This design comes from an exercise in tuning for small area on the open sky130 flow, not from production work. In this exercise RTL edits were held to simulation tests only and were not proved equivalent to the original. The flow treats the clock pin as an ideal source. Dropping or thinning the clock tree relies on that and would not hold on a real chip. Power and IR drop assume default switching activity.

==> flow/design.v (excerpt) <==
module top_digital_clock (
    input  logic clk_50mhz,
    input  logic rst_n,
    input  logic btn_set_n,
    input  logic btn_sel_n,
    input  logic btn_inc_n,
    output logic [7:0] seg_out,
    output logic [7:0] an_out
);
    logic [5:0] lo;
    logic [2:0] mid;
    logic [5:0] hi;
    wire z5 = (lo[4:0] == 5'd0);
    wire c6 = lo[5] & z5;
    wire c9 = c6 & (&mid);
    always_ff @(posedge clk_50mhz or negedge rst_n)
        if (!rst_n) begin
            lo <= '0; mid <= '0; hi <= '0;
        end else begin
            lo <= {lo[4:0], lo[5] ^ lo[4] ^ z5};
            if (c6) mid <= mid + 3'd1;
            if (c9) hi  <= hi + 6'd1;
        end
    wire tick  = c9 & (&hi);
    wire blink = hi[5];
    wire [2:0] sel = mid;
    wire set_p, sel_p, inc_p;
    debouncer u_db_set (.clk(clk_50mhz), .rst_n(rst_n), .btn_n(btn_set_n), .pulse(set_p));
    debouncer u_db_sel (.clk(clk_50mhz), .rst_n(rst_n), .btn_n(btn_sel_n), .pulse(sel_p));
    debouncer u_db_inc (.clk(clk_50mhz), .rst_n(rst_n), .btn_n(btn_inc_n), .pulse(inc_p));
    localparam logic [1:0] SH = 2'd1, SM = 2'd2, SS = 2'd3;
    logic [1:0] st;
    wire run = (st == 2'd0);
    wire mh = (st == SH), mm = (st == SM), ms = (st == SS);
    always_ff @(posedge clk_50mhz or negedge rst_n)
        if (!rst_n)       st <= 2'd0;
        else if (set_p)   st <= run ? SH : 2'd0;
        else if (sel_p && !run) st <= mh ? SM : mm ? SS : SH;
    logic [1:0] h1; logic [3:0] h0;
    logic [2:0] m1; logic [3:0] m0;
    logic [2:0] s1; logic [3:0] s0;
    time_regs u_time (
        .clk(clk_50mhz), .rst_n(rst_n),
        .adv(run & tick & ~set_p),
        .inc_en(~run & inc_p & ~set_p),
        .mh(mh), .mm(mm), .ms(ms),
        .h1(h1), .h0(h0), .m1(m1), .m0(m0), .s1(s1), .s0(s0)
    );
    display_mux u_disp (
        .sel(sel), .blink(blink), .mh(mh), .mm(mm), .ms(ms),
        .h1(h1), .h0(h0), .m1(m1), .m0(m0), .s1(s1), .s0(s0),
        .seg_out(seg_out), .an_out(an_out)
    );
endmodule
For scale: roughly 300 cells after synthesis, ~21 I/O pins, about 3100 µm² of cells after synthesis.
clock: 10.0 ns
lec_check: 0
abc_area: 1
cap_margin: 20
core_margin: 2
core_utilization: 70
slew_margin: 20
standard.sh (not shown) runs the stock make flow with config.mk's settings and CLKGATE_MAP_FILE= SYNTH_SCRIPT=/design/flow/synth_recipe.tcl, a recipe that flattens the netlist after the stock synthesis.
==> flow/flow/run.sh <==
#!/bin/bash
# Own layout flow: the standard layout (standard.sh) with three changes.
#  1. After the standard synthesis, the combinational logic is re-mapped by
#     ABC for area (flow/resynth.sh); every flip-flop stays as synthesised.
#  2. Ports are buffered with buf_1 cells.
#  3. The clock tree is a few hand-placed clock buffers (flow/clock_buffers.tcl,
#     run as the CTS step's PRE hook) in place of CTS's H-tree.
# Each tool's output goes to a log file of its own in this folder.
set -euo pipefail
W=$(pwd)
R=$W/orfs/results/sky130hd/top_digital_clock/base
export BUFFER_PORTS_ARGS="-buffer_cell sky130_fd_sc_hd__buf_1"
export PRE_CTS_TCL=$W/flow/clock_buffers.tcl
export CLK_BUF_CELLS=${CLK_BUF_CELLS:-"sky130_fd_sc_hd__clkbuf_16 sky130_fd_sc_hd__clkbuf_16 sky130_fd_sc_hd__clkbuf_16"}
bash standard.sh synth > synth.log 2>&1
cp $R/1_2_yosys.v $W/standard_synth.v
bash flow/resynth.sh $W/standard_synth.v $W/resynth.v $W > resynth.log 2>&1
cp $W/resynth.v $R/1_2_yosys.v
touch $R/1_2_yosys.v
bash standard.sh > layout.log 2>&1
==> flow/flow/abc/d11.abc <==
strash
&get -n
&deepsyn -T 20 -S 11
&put
dc2
dch -f
amap
==> flow/flow/abc/d19.abc <==
strash
&get -n
&deepsyn -T 20 -S 19
&put
dc2
dch -f
amap
==> flow/flow/abc/d3.abc <==
strash
&get -n
&deepsyn -T 20 -S 3
&put
dc2
dch -f
amap
==> flow/flow/abc/d31.abc <==
strash
&get -n
&deepsyn -T 20 -S 31
&put
dc2
dch -f
amap
==> flow/flow/abc/d53.abc <==
strash
&get -n
&deepsyn -T 20 -S 53
&put
dc2
dch -f
amap
==> flow/flow/abc/d61.abc <==
strash
&get -n
&deepsyn -T 20 -S 61
&put
dc2
dch -f
amap
==> flow/flow/abc/d89.abc <==
strash
&get -n
&deepsyn -T 20 -S 89
&put
dc2
dch -f
amap
==> flow/flow/abc/d97.abc <==
strash
&get -n
&deepsyn -T 20 -S 97
&put
dc2
dch -f
amap
==> flow/flow/clock_buffers.tcl <==
# Replaces CTS's tree: the flip-flops' clock pins are grouped by position
# (balanced k-means) and each group is driven by one clock buffer
# placed at its centre. The clock port then drives only those buffers.
# CLK_BUF_CELLS lists one clock buffer cell per group; each group's share of
# the pins follows the buffer's drive (the number ending its name).
set cells $::env(CLK_BUF_CELLS)
set nbuf [llength $cells]
set block [ord::get_db_block]
set wsum 0
foreach c $cells { incr wsum [lindex [split $c _] end] }
set clknet [$block findNet clk_50mhz]
set items {}
foreach it [$clknet getITerms] {
  set loc [[$it getInst] getLocation]
  lappend items [list [lindex $loc 0] [lindex $loc 1] $it]
}
set n [llength $items]
puts "clock_buffers: $n clock pins, buffers $cells"
# k-means, seeded with points spread along the sorted x order
set items [lsort -integer -index 0 $items]
set cent {}
for {set b 0} {$b < $nbuf} {incr b} {
  set e [lindex $items [expr {(2 * $b + 1) * $n / (2 * $nbuf)}]]
  lappend cent [list [lindex $e 0] [lindex $e 1]]
}
for {set iter 0} {$iter < 50} {incr iter} {
  # balanced assignment: nearest centre first, at most cap pins per buffer
  for {set b 0} {$b < $nbuf} {incr b} {
    set w [lindex [split [lindex $cells $b] _] end]
    set cap($b) [expr {int(ceil(double($n) * $w / $wsum))}]
  }
  set pairs {}
  set i 0
  foreach e $items {
    for {set b 0} {$b < $nbuf} {incr b} {
      set c [lindex $cent $b]
      lappend pairs [list [expr {abs([lindex $e 0] - [lindex $c 0]) + abs([lindex $e 1] - [lindex $c 1])}] $i $b]
    }
    incr i
  }
  for {set b 0} {$b < $nbuf} {incr b} { set grp($b) {}; set cnt($b) 0 }
  array unset done
  foreach pr [lsort -integer -index 0 $pairs] {
    lassign $pr d i b
    if {[info exists done($i)] || $cnt($b) >= $cap($b)} continue
    set done($i) 1
    incr cnt($b)
    lappend grp($b) [lindex $items $i]
  }
  set newc {}
  for {set b 0} {$b < $nbuf} {incr b} {
    set sx 0; set sy 0; set k [llength $grp($b)]
    if {$k == 0} { lappend newc [lindex $cent $b]; continue }
    foreach e $grp($b) { incr sx [lindex $e 0]; incr sy [lindex $e 1] }
    lappend newc [list [expr {$sx / $k}] [expr {$sy / $k}]]
  }
  if {$newc eq $cent} break
  set cent $newc
}
for {set b 0} {$b < $nbuf} {incr b} {
  if {[llength $grp($b)] == 0} continue
  set c [lindex $cent $b]
  set master [[ord::get_db] findMaster [lindex $cells $b]]
  set inst [odb::dbInst_create $block $master "clkbuf_hand_$b"]
  set net [odb::dbNet_create $block "clknet_hand_$b"]
  $net setSigType CLOCK
  foreach e $grp($b) {
    set it [lindex $e 2]
    $it disconnect
    $it connect $net
  }
  [$inst findITerm A] connect $clknet
  [$inst findITerm X] connect $net
  $inst setLocation [lindex $c 0] [lindex $c 1]
  $inst setPlacementStatus PLACED
  puts "clock_buffers: clkbuf_hand_$b drives [llength $grp($b)] pins at $c"
}
proc clock_tree_synthesis { args } {
  puts "clock_tree_synthesis skipped: clock buffers placed by clock_buffers.tcl"
}
Other scripts of this flow, unchanged in this note and not shown: flow/flow/abc/a1.abc, flow/flow/abc/a2.abc, flow/flow/abc/d1.abc, flow/flow/abc/d13.abc, flow/flow/abc/d29.abc, flow/flow/abc/d42.abc, flow/flow/abc/d7.abc, flow/flow/abc/d77.abc, flow/flow/gen_map.py, flow/flow/resynth.sh
The first run finished clean.
Next try:
--- a/flow/flow/run.sh
+++ b/flow/flow/run.sh
@@ -14 +14,2 @@
-export CLK_BUF_CELLS=${CLK_BUF_CELLS:-"sky130_fd_sc_hd__clkbuf_16 sky130_fd_sc_hd__clkbuf_16 sky130_fd_sc_hd__clkbuf_16"}
+export CLK_NBUF=${CLK_NBUF:-3}
+export CLK_BUF_CELL=${CLK_BUF_CELL:-sky130_fd_sc_hd__clkbuf_16}
--- a/flow/flow/clock_buffers.tcl
+++ b/flow/flow/clock_buffers.tcl
@@ -2 +2 @@
-# (balanced k-means) and each group is driven by one clock buffer
+# (k-means, CLK_NBUF groups) and each group is driven by one clock buffer
@@ -4,4 +4,2 @@
-# CLK_BUF_CELLS lists one clock buffer cell per group; each group's share of
-# the pins follows the buffer's drive (the number ending its name).
-set cells $::env(CLK_BUF_CELLS)
-set nbuf [llength $cells]
+set nbuf [expr {[info exists ::env(CLK_NBUF)] ? $::env(CLK_NBUF) : 2}]
+set bufcell [expr {[info exists ::env(CLK_BUF_CELL)] ? $::env(CLK_BUF_CELL) : "sky130_fd_sc_hd__clkbuf_8"}]
@@ -9,2 +7 @@
-set wsum 0
-foreach c $cells { incr wsum [lindex [split $c _] end] }
+set master [[ord::get_db] findMaster $bufcell]
@@ -18 +15 @@
-puts "clock_buffers: $n clock pins, buffers $cells"
+puts "clock_buffers: $n clock pins, $nbuf x $bufcell"
@@ -28,4 +25 @@
-  for {set b 0} {$b < $nbuf} {incr b} {
-    set w [lindex [split [lindex $cells $b] _] end]
-    set cap($b) [expr {int(ceil(double($n) * $w / $wsum))}]
-  }
+  set cap [expr {($n + $nbuf - 1) / $nbuf}]
@@ -45 +39 @@
-    if {[info exists done($i)] || $cnt($b) >= $cap($b)} continue
+    if {[info exists done($i)] || $cnt($b) >= $cap} continue
@@ -63 +56,0 @@
-  set master [[ord::get_db] findMaster [lindex $cells $b]]
removed: flow/flow/abc/d11.abc
removed: flow/flow/abc/d19.abc
removed: flow/flow/abc/d3.abc
removed: flow/flow/abc/d31.abc
removed: flow/flow/abc/d53.abc
removed: flow/flow/abc/d61.abc
removed: flow/flow/abc/d89.abc
removed: flow/flow/abc/d97.abc
Result:
- The new run produced a clean layout
- setup slack does not change
- final cell count does not change
- routed wire length is unchanged
- via count does not change
- worst hold slack does not change
- sequential share of layout area is unchanged
- power does not change
- die area is unchanged
- maximum frequency does not change
- clock skew stays the same
Next try:
--- a/flow/flow/run.sh
+++ b/flow/flow/run.sh
@@ -14,2 +14 @@
-export CLK_NBUF=${CLK_NBUF:-3}
-export CLK_BUF_CELL=${CLK_BUF_CELL:-sky130_fd_sc_hd__clkbuf_16}
+export CLK_BUF_CELLS=${CLK_BUF_CELLS:-"sky130_fd_sc_hd__clkbuf_16 sky130_fd_sc_hd__clkbuf_16 sky130_fd_sc_hd__clkbuf_8"}
==> flow/flow/abc/d11.abc (new file) <==
strash
&get -n
&deepsyn -T 20 -S 11
&put
dc2
dch -f
amap
==> flow/flow/abc/d19.abc (new file) <==
strash
&get -n
&deepsyn -T 20 -S 19
&put
dc2
dch -f
amap
==> flow/flow/abc/d3.abc (new file) <==
strash
&get -n
&deepsyn -T 20 -S 3
&put
dc2
dch -f
amap
==> flow/flow/abc/d31.abc (new file) <==
strash
&get -n
&deepsyn -T 20 -S 31
&put
dc2
dch -f
amap
==> flow/flow/abc/d53.abc (new file) <==
strash
&get -n
&deepsyn -T 20 -S 53
&put
dc2
dch -f
amap
==> flow/flow/abc/d61.abc (new file) <==
strash
&get -n
&deepsyn -T 20 -S 61
&put
dc2
dch -f
amap
==> flow/flow/abc/d89.abc (new file) <==
strash
&get -n
&deepsyn -T 20 -S 89
&put
dc2
dch -f
amap
==> flow/flow/abc/d97.abc (new file) <==
strash
&get -n
&deepsyn -T 20 -S 97
&put
dc2
dch -f
amap
--- a/flow/flow/clock_buffers.tcl
+++ b/flow/flow/clock_buffers.tcl
@@ -2 +2 @@
-# (k-means, CLK_NBUF groups) and each group is driven by one clock buffer
+# (balanced k-means) and each group is driven by one clock buffer
@@ -4,2 +4,4 @@
-set nbuf [expr {[info exists ::env(CLK_NBUF)] ? $::env(CLK_NBUF) : 2}]
-set bufcell [expr {[info exists ::env(CLK_BUF_CELL)] ? $::env(CLK_BUF_CELL) : "sky130_fd_sc_hd__clkbuf_8"}]
+# CLK_BUF_CELLS lists one clock buffer cell per group; each group's share of
+# the pins follows the buffer's drive (the number ending its name).
+set cells $::env(CLK_BUF_CELLS)
+set nbuf [llength $cells]
@@ -7 +9,2 @@
-set master [[ord::get_db] findMaster $bufcell]
+set wsum 0
+foreach c $cells { incr wsum [lindex [split $c _] end] }
@@ -15 +18 @@
-puts "clock_buffers: $n clock pins, $nbuf x $bufcell"
+puts "clock_buffers: $n clock pins, buffers $cells"
@@ -25 +28,4 @@
-  set cap [expr {($n + $nbuf - 1) / $nbuf}]
+  for {set b 0} {$b < $nbuf} {incr b} {
+    set w [lindex [split [lindex $cells $b] _] end]
+    set cap($b) [expr {int(ceil(double($n) * $w / $wsum))}]
+  }
@@ -39 +45 @@
-    if {[info exists done($i)] || $cnt($b) >= $cap} continue
+    if {[info exists done($i)] || $cnt($b) >= $cap($b)} continue
@@ -56,0 +63 @@
+  set master [[ord::get_db] findMaster [lindex $cells $b]]
The changed run finished clean.
Critical path depth does not change.
Cell area decreases by 0.35%.
Routed wire length decreases by 2.5%.
Synthesized cell count does not change.
Final cell count stays the same.
Total power decreases by 1.8%.
Clock skew increases by 0.0087 ns.
Die area is unchanged.
Utilization decreases by 0.26 points.
Global-route usage decreases by 0.63 points.
In every run of this note, the design's own scripts or RTL, not TritonCTS, make the clock network.

-- afterwards: timing with drivers on the ports --
No port has a modelled driver above. Below, the same layouts with a new extraction and two added sets of constraints. Step 1 assumes that a clkbuf_16 drives the clock port and a buf_2 every other input. Step 2 adds t to the input delays and takes it off the output delays; t is the mean of the earliest and latest rising clock arrival at the registers after step 1. Input paths then give back, and output paths get back, about the clock's delay inside the block. Slacks: no drivers / after step 1 / after step 2; pairs: no drivers / after step 1.
run | t, ns | setup slack, ns | worst setup path at the end | clock arrival spread, ns
the first run | 0.213 | 5.750 / 5.693 / 5.906 | register to output | 0.015 / 0.014
the second run | 0.213 | 5.750 / 5.693 / 5.906 | register to output | 0.015 / 0.014
the third run | 0.215 | 5.716 / 5.662 / 5.877 | register to output | 0.022 / 0.023
After both steps setup and hold are still met in every run listed.
